What follows belongs to an exercise in optimizing a design on an open flow for small area; a production flow would make more cautious choices. The RTL was checked by simulation tests, not by an equivalence proof against the original design. Power and IR drop assume default switching activity.

Setup of trial 70:
## ELEVATOR_TOP
module ELEVATOR_TOP (
    input CLK,
    input RST_N,
    input BTN_OPEN,
    input BTN_CLOSE,
    input EMG_STOP,
    input UART_RXD,
    input BTN_TX_STOP,
    output UART_TXD,
    output [6:0] HEX0,
    output [6:0] HEX1,
    output [6:0] HEX2,
    output [6:0] HEX3,
    output [6:0] HEX4,
    output [6:0] HEX5,
    output [6:0] HEX6,
    output [6:0] HEX7,
    output MOTOR_UP,
    output MOTOR_DN,
    output DOOR_OPEN_DRV,
    output DOOR_CLOSE_DRV
);
Size: about 1500 cells after synthesis, ~68 I/O pins, about 12000 sq um of cells after synthesis.
export LEC_CHECK = 0
export CAP_MARGIN = 20
export CORE_MARGIN = 2
export CORE_UTILIZATION = 40
export SLEW_MARGIN = 20
create_clock -name core_clock -period 25.0 [get_ports {CLK}]
standard.sh (not shown) runs the stock make flow with config.mk's settings and CLKGATE_MAP_FILE= SYNTH_SCRIPT=/design/flow/synth_recipe.tcl, a recipe that flattens the netlist after the stock synthesis.
==> flow/flow/run.sh <==
#!/bin/bash
# Own layout flow: the standard synthesis, then an area-oriented re-map of
# the combinational logic (registers untouched), then the standard layout
# with the port buffers made from the smallest buffer cell.
set -euo pipefail
HERE=$(pwd)
R=$HERE/orfs/results/$FLOW_PLATFORM/ELEVATOR_TOP/base
YOSYS=yosys
[[ -x $FLOW_HOME/../tools/install/yosys/bin/yosys ]] && YOSYS=$FLOW_HOME/../tools/install/yosys/bin/yosys

bash standard.sh synth > $HERE/log_1_standard_synth.log 2>&1

cp $R/1_2_yosys.v $HERE/1_2_yosys_standard.v
export REMAP_LIB=$FLOW_HOME/platforms/sky130hd/lib/sky130_fd_sc_hd__tt_025C_1v80.lib
export REMAP_DONT_USE="$(make -s -C $FLOW_HOME DESIGN_CONFIG=$HERE/config.mk WORK_HOME=$HERE/orfs print-DONT_USE_CELLS 2>/dev/null | tail -1 | sed 's/^DONT_USE_CELLS: //')"
export REMAP_IN=$HERE/1_2_yosys_standard.v
export REMAP_OUT=$HERE/1_2_yosys_remap.v
export REMAP_STAT=$HERE/remap_stat.txt
export REMAP_SCRIPT=$HERE/flow/remap.abc
$YOSYS -c $HERE/flow/remap.tcl > $HERE/log_2_remap.log 2>&1
cp $REMAP_OUT $R/1_2_yosys.v
touch $R/1_2_yosys.v

export BUFFER_PORTS_ARGS="-buffer_cell sky130_fd_sc_hd__buf_1"
# clock tree: small clock buffers, larger sink clusters, no dummy loads
export CTS_ARGS="$(cat $HERE/flow/cts_args.txt)"
bash standard.sh finish > $HERE/log_3_standard_layout.log 2>&1
==> flow/flow/remap.abc <==
strash
ifraig
scorr
dc2
strash
&get -n
&st
&dch -f
&nf -a -R 1000
&put
topo
Other scripts of this flow, unchanged in this note and not shown: flow/flow/cts_args.txt, flow/flow/remap.tcl
### trial 70 -> trial 72
- SLEW_MARGIN changed from 20 to 0
- CORE_UTILIZATION changed from 40 to 60
- CAP_MARGIN changed from 20 to 0
==> flow/flow/remap.abc <==
strash
&get -n
&deepsyn -I 1 -J 10 -S 1
&put
strash
&get -n
&st
&dch -f
&nf -a -R 1000
&put
strash
&get -n
&st
&dch -f
&nf -a -R 1000
&put
strash
&get -n
&st
&dch -f
&nf -a -R 1000
&put
strash
&get -n
&st
&dch -f
&nf -a -R 1000
&put
topo
Results
- From trial 70 to trial 72, post-route DRC violation count did not move at all.
- Comparing starting density of the core for trial 70 and trial 72, the bigger number came from trial 72.
- Trial 70 reports its launching instance or port of the critical path as i_controller.f[0] while trial 72 reports i_controller.f[4].
- Cmp trial 72 vs trial 70: utilization higher in trial 72
- Max setup slack after layout across trial 70 and trial 72: trial 72
- When the final numbers for trial 70 and trial 72 were put side by side, the register-to-register setup slack turned out to be greater in trial 70.
- Compared with trial 70, via count of the routed design in trial 72 decreased by a few percent.
- Clock network area share essentially unchanged between trial 70 and trial 72.


Another version of the RTL of ELEVATOR_TOP (not shown whole).
For scale: about 220 flip-flops, about 68 I/O pins, ~15000 µm² of cells after synthesis.
clock: 25.0 ns
lec_check: 0
cap_margin: 20
core_margin: 2
core_utilization: 40
slew_margin: 20
run.sh (not shown) runs the stock make flow with config.mk's settings and CLKGATE_MAP_FILE= SYNTH_SCRIPT=/design/flow/synth_recipe.tcl, a recipe that flattens the netlist after the stock synthesis.
Stock flow here: none of the scripts above is used.
The first run completed without violations.
Change:
CORE_UTILIZATION = 60   (was 40)
CTS_BUF_LIST = sky130_fd_sc_hd__clkbuf_4   (was not set)
The changed run ran to the end with no violations.
Non-clock buffer count falls by 3.
Clock-buffer cell count rises by 50.
Power falls by 5.6%.
Hold slack barely changes.

[static timing again, ports no longer ideal]
Ports are ideal in the flow. The routed layouts listed here were re-timed in OpenROAD. Step 1 assumes that a clkbuf_16 drives the clock port and a buf_2 every other input. Step 2 adds t to the input delays and takes it off the output delays; t is the mean of the earliest and latest rising clock arrival at the registers after step 1. Input paths then give back, and output paths get back, about the clock's delay inside the block. Three values: ideal ports, drivers, drivers and shift; two values: the first two.
run	t (ns)	slack for setup (ns)	hold WS [ns]	latest minus earliest clock arrival (ns)
trial 70	0.552	15.294 / 15.247 / 15.799	0.350 / 0.350 / 0.350	0.075 / 0.076
trial 72	0.560	16.010 / 15.966 / 16.526	0.356 / 0.356 / 0.356	0.063 / 0.063
the first run of note 2	0.575	14.601 / 14.550 / 15.125	0.349 / 0.349 / 0.349	0.013 / 0.014
the second run of note 2	0.750	14.711 / 14.664 / 15.414	0.346 / 0.346 / 0.346	0.056 / 0.056
After both steps setup and hold are still met in every run listed.
